This design comes from an exercise in tuning for small area, a short achievable clock period and few clock cycles on the open sky130 flow, not from production work.
In this exercise RTL edits were held to simulation tests only and were not proved equivalent to the original.
The flow treats the clock pin as an ideal source. Dropping or thinning the clock tree relies on that and would not hold on a real chip.
No activity file was given, so power comes from the tool's default toggle rates.

## build 44
// LBP
module LBP ( clk, reset, gray_addr, gray_req, gray_ready, gray_data, lbp_addr, lbp_valid, lbp_data, finish);
export LEC_CHECK = 0
export CAP_MARGIN = 20
export CORE_MARGIN = 2
export CORE_UTILIZATION = 55
export PLACE_DENSITY = 0.75
export SETUP_SLACK_MARGIN = 1.875
export SLEW_MARGIN = 20
create_clock -name core_clock -period 3.3 [get_ports {clk}]
standard.sh (not shown) runs the stock make flow with config.mk's settings and CLKGATE_MAP_FILE= SYNTH_SCRIPT=/design/flow/synth_recipe.tcl, a recipe that flattens the netlist after the stock synthesis.
==> flow/flow/run.sh <==
#!/bin/bash
# Own layout flow: the standard flow (standard.sh, unchanged synthesis),
# with two hooks: flow/ports.tcl after global placement sets the port
# buffers' cells (POST_GLOBAL_PLACE_TCL), and flow/clock_tree.tcl builds a
# two-level clock tree before CTS, which TritonCTS then skips (PRE_CTS_TCL).
# standard.sh's output goes to standard.log; each ORFS step keeps its own log
# under orfs/logs.
set -euo pipefail
cd "$(dirname "$0")/.."
export POST_GLOBAL_PLACE_TCL="$(pwd)/flow/ports.tcl"
export PRE_CTS_TCL="$(pwd)/flow/clock_tree.tcl"
export MY_CLK_NLEAF=16 MY_CLK_LEAF=sky130_fd_sc_hd__clkinv_4 MY_CLK_TOP=sky130_fd_sc_hd__clkinv_8
bash standard.sh > standard.log 2>&1
==> flow/flow/clock_tree.tcl <==
# Clock tree of two levels, built before CTS (PRE_CTS_TCL); the CTS command
# itself is then skipped. The registers are split by balanced k-means on their
# places into NLEAF groups, each clocked by a leaf buffer at its centre; the
# leaf buffers are split the same way into NTOP groups, each driven by a top
# buffer at its centre, and the clock port drives the NTOP top buffers.
proc env_or {name default} {
  if {[info exists ::env($name)]} { return $::env($name) }
  return $default
}
set nleaf [env_or MY_CLK_NLEAF 8]
set ntop [env_or MY_CLK_NTOP 4]
set leafcell [env_or MY_CLK_LEAF sky130_fd_sc_hd__clkbuf_16]
set topcell [env_or MY_CLK_TOP sky130_fd_sc_hd__clkbuf_8]

# balanced k-means of points {x y} into k groups of at most ceil(n/k);
# returns the group of each point
proc bkmeans {pts k} {
  set n [llength $pts]
  set mx 0.0; set my 0.0
  foreach p $pts { set mx [expr {$mx + [lindex $p 0]}]; set my [expr {$my + [lindex $p 1]}] }
  set mx [expr {$mx / $n}]; set my [expr {$my / $n}]
  set order {}
  for {set i 0} {$i < $n} {incr i} {
    set p [lindex $pts $i]
    lappend order [list $i [expr {atan2([lindex $p 1] - $my, [lindex $p 0] - $mx)}]]
  }
  set order [lsort -real -index 1 $order]
  set assign [lrepeat $n 0]
  for {set j 0} {$j < $n} {incr j} { lset assign [lindex $order $j 0] [expr {$j * $k / $n}] }
  set cap [expr {($n + $k - 1) / $k}]
  for {set iter 0} {$iter < 50} {incr iter} {
    set cx [lrepeat $k 0.0]; set cy [lrepeat $k 0.0]; set cn [lrepeat $k 0]
    for {set i 0} {$i < $n} {incr i} {
      set c [lindex $assign $i]; set p [lindex $pts $i]
      lset cx $c [expr {[lindex $cx $c] + [lindex $p 0]}]
      lset cy $c [expr {[lindex $cy $c] + [lindex $p 1]}]
      lset cn $c [expr {[lindex $cn $c] + 1}]
    }
    for {set c 0} {$c < $k} {incr c} {
      if {[lindex $cn $c] > 0} {
        lset cx $c [expr {[lindex $cx $c] / [lindex $cn $c]}]
        lset cy $c [expr {[lindex $cy $c] / [lindex $cn $c]}]
      }
    }
    set pairs {}
    for {set i 0} {$i < $n} {incr i} {
      set p [lindex $pts $i]
      for {set c 0} {$c < $k} {incr c} {
        lappend pairs [list [expr {abs([lindex $p 0] - [lindex $cx $c]) + abs([lindex $p 1] - [lindex $cy $c])}] $i $c]
      }
    }
    set new [lrepeat $n -1]; set used [lrepeat $k 0]
    foreach pr [lsort -real -index 0 $pairs] {
      lassign $pr d i c
      if {[lindex $new $i] >= 0 || [lindex $used $c] >= $cap} { continue }
      lset new $i $c
      lset used $c [expr {[lindex $used $c] + 1}]
    }
    if {$new eq $assign} { break }
    set assign $new
  }
  return $assign
}

# centre of each group
proc centres {pts assign k} {
  set cx [lrepeat $k 0.0]; set cy [lrepeat $k 0.0]; set cn [lrepeat $k 0]
  foreach p $pts c $assign {
    lset cx $c [expr {[lindex $cx $c] + [lindex $p 0]}]
    lset cy $c [expr {[lindex $cy $c] + [lindex $p 1]}]
    lset cn $c [expr {[lindex $cn $c] + 1}]
  }
  set out {}
  for {set c 0} {$c < $k} {incr c} {
    lappend out [list [expr {[lindex $cx $c] / max(1, [lindex $cn $c])}] [expr {[lindex $cy $c] / max(1, [lindex $cn $c])}]]
  }
  return $out
}

set block [ord::get_db_block]
set core [$block getCoreArea]
proc add_buffer {name cell at in_net} {
  set block [ord::get_db_block]
  set core [$block getCoreArea]
  set master [[ord::get_db] findMaster $cell]
  set inst [odb::dbInst_create $block $master $name]
  set x [expr {int([lindex $at 0]) - [$master getWidth] / 2}]
  set y [expr {int([lindex $at 1]) - [$master getHeight] / 2}]
  set x [expr {max([$core xMin], min($x, [$core xMax] - [$master getWidth]))}]
  set y [expr {max([$core yMin], min($y, [$core yMax] - [$master getHeight]))}]
  $inst setLocation $x $y
  $inst setPlacementStatus PLACED
  set net [odb::dbNet_create $block clknet_$name]
  $net setSigType CLOCK
  [$inst findITerm A] connect $in_net
  [$inst findITerm [expr {[string match "*inv*" $cell] ? "Y" : "X"}]] connect $net
  return $net
}

set clk_net [$block findNet clk]
set sinks [$clk_net getITerms]
set pts {}
foreach it $sinks {
  set bb [[$it getInst] getBBox]
  lappend pts [list [expr {([$bb xMin] + [$bb xMax]) / 2.0}] [expr {([$bb yMin] + [$bb yMax]) / 2.0}]]
}
set leaf_of [bkmeans $pts $nleaf]
set leaf_at [centres $pts $leaf_of $nleaf]
set top_of [bkmeans $leaf_at $ntop]
set top_at [centres $leaf_at $top_of $ntop]

set top_net {}
for {set t 0} {$t < $ntop} {incr t} {
  lappend top_net [add_buffer clktop_$t $topcell [lindex $top_at $t] $clk_net]
}
for {set c 0} {$c < $nleaf} {incr c} {
  set net [add_buffer clkleaf_$c $leafcell [lindex $leaf_at $c] [lindex $top_net [lindex $top_of $c]]]
  set cnt 0
  foreach it $sinks g $leaf_of {
    if {$g == $c} { $it disconnect; $it connect $net; incr cnt }
  }
  puts "clock leaf $c (top [lindex $top_of $c]) at [lindex $leaf_at $c] drives $cnt registers"
}
set_propagated_clock [all_clocks]
rename clock_tree_synthesis {}
proc clock_tree_synthesis {args} { puts "clock_tree_synthesis skipped: the clock tree is built by clock_tree.tcl" }
# the tree's inverters are its own: no cloning next to the registers
rename repair_clock_inverters {}
proc repair_clock_inverters {args} { puts "repair_clock_inverters skipped: the clock tree is built by clock_tree.tcl" }
Other scripts of this flow, unchanged in this note and not shown: flow/flow/ports.tcl
Testbench counts of build 44, summed over its fixed seeds: cycles 163,840.
### build 44 -> build 60
Settings: a change of SETUP_SLACK_MARGIN from 1.875 to 1.9.
## What came out
Result for build 60 and build 44: all clean
Sequential cell count came out exactly the same in build 60 and build 44.
Compare build 60 and build 44 | relative max-transition margin higher: build 60
Run comparison: build 60 slowest stage cell on the critical path sky130_fd_sc_hd__dfxtp_2; build 44 slowest stage cell on the critical path sky130_fd_sc_hd__dfxtp_1
Area growth from synthesis to layout ends up higher on build 60.
On via count of the first global-routing pass, build 60 and build 44 are neck and neck.
Changes observed in build 60 relative to build 44: shortest period the worst path allows decreased 25 ps; worst hold margin essentially unchanged; die area essentially unchanged.
Setup changes, build 60 to build 43
Settings: SETUP_SLACK_MARGIN changed from 1.9 to 2.0.
diff --git a/flow/flow/run.sh b/flow/flow/run.sh
--- a/flow/flow/run.sh
+++ b/flow/flow/run.sh
@@ -11,3 +11,3 @@
 export PRE_CTS_TCL="$(pwd)/flow/clock_tree.tcl"
-export MY_CLK_NLEAF=16 MY_CLK_LEAF=sky130_fd_sc_hd__clkinv_4 MY_CLK_TOP=sky130_fd_sc_hd__clkinv_8
+export MY_CLK_NLEAF=12 MY_CLK_LEAF=sky130_fd_sc_hd__clkinv_4 MY_CLK_TOP=sky130_fd_sc_hd__clkinv_8
 bash standard.sh > standard.log 2>&1
[summary]
- Largest clock skew in the final design ended up 18 ps higher on build 43 than on build 60.
- Per the comparison of build 43 with build 60, worst slack after detailed placement fell 15 ps; final cell count rose about 4%; overall global routing resource usage rose 1.0 points; flip-flop and latch share of the layout cell area fell 4.0 points; area growth from synthesis to layout rose 8.4 points.
- The critical path capture point comes out q1 in one run and gray_addr[8] in the other, namely in build 43 and build 60 respectively.
- Going from build 60 to build 43, pin slew with the least headroom to its limit shrinks by 140 ps.
For build 84, these inputs were changed with respect to build 43:
Settings: swapping 2.0 for 1.9 in SETUP_SLACK_MARGIN; swapping 55 for 60 in CORE_UTILIZATION; swapping 0.75 for 0.8 in PLACE_DENSITY.
Notes after the runs:
Diff build 43 -> build 84: final setup slack of the worst path decreased 68 ps, maximum frequency went down 0.037 GHz, site row count decreased 2.9%, total die area down 800 um^2, count of instances resized after the clock tree is built now smaller. Relative to build 43, detailed route wirelength on metal3 has decreased by 29 um in build 84. Comparing horizontal extent of the die for build 84 and build 43, the bigger number came from build 43.
Modified inputs, build 64 compared to build 84
Settings: swapping 60 for 65 in CORE_UTILIZATION; swapping 1.9 for 1.95 in SETUP_SLACK_MARGIN; swapping 0.8 for 0.85 in PLACE_DENSITY.
### Flow results
Looking at worst setup path endpoint, the q5 result is from build 64; the q1 one comes from build 84.
Between build 64 and build 84, the reported sequential group power figures differ only marginally.
Going from build 84 to build 64, global-route usage grows by 2.2 points.
Against build 84 as the reference, build 64 delivers a higher leakage power figure.
Build 64: via count of the first global-routing pass 204 above build 84
Compared with build 84, in build 64 number of placed cells counting well taps lower, number of detailed-routing iterations run before antenna repair lower, worst setup slack higher, net load switching power higher.
Wire: build 64 routes more than build 84
For build 64, the worst setup path startpoint was sr[0][6], unlike build 84, where it was sr[10][3].
The cell area of build 64 is higher than that of build 84.
In every run of this note, the design's own scripts or RTL, not TritonCTS, make the clock network.

[separate check: timing with driven ports]
The results above use ideal ports. As a check the final layouts listed here were re-extracted and re-timed, cells and wires unchanged. Step 1, drivers: a clkbuf_16 drives clk and a buf_2 each remaining input, both assumed. Step 2 adds t to the input delays and takes it off the output delays; t is the mean of the earliest and latest rising clock arrival at the registers after step 1. Input paths then give back, and output paths get back, about the clock's delay inside the block. Slacks: no drivers / after step 1 / after step 2; pairs: no drivers / after step 1.
run | shift t [ns] | setup WS [ns] | worst setup path after step 2
build 44 | 0.270 | 1.912 / 1.779 / 1.936 | register to register
build 60 | 0.271 | 1.938 / 1.804 / 1.950 | register to register
build 43 | 0.274 | 1.985 / 1.862 / 1.985 | register to register
build 84 | 0.273 | 1.917 / 1.800 / 1.917 | register to register
build 64 | 0.272 | 1.940 / 1.830 / 1.940 | register to register
After both steps every run listed still meets setup and hold.
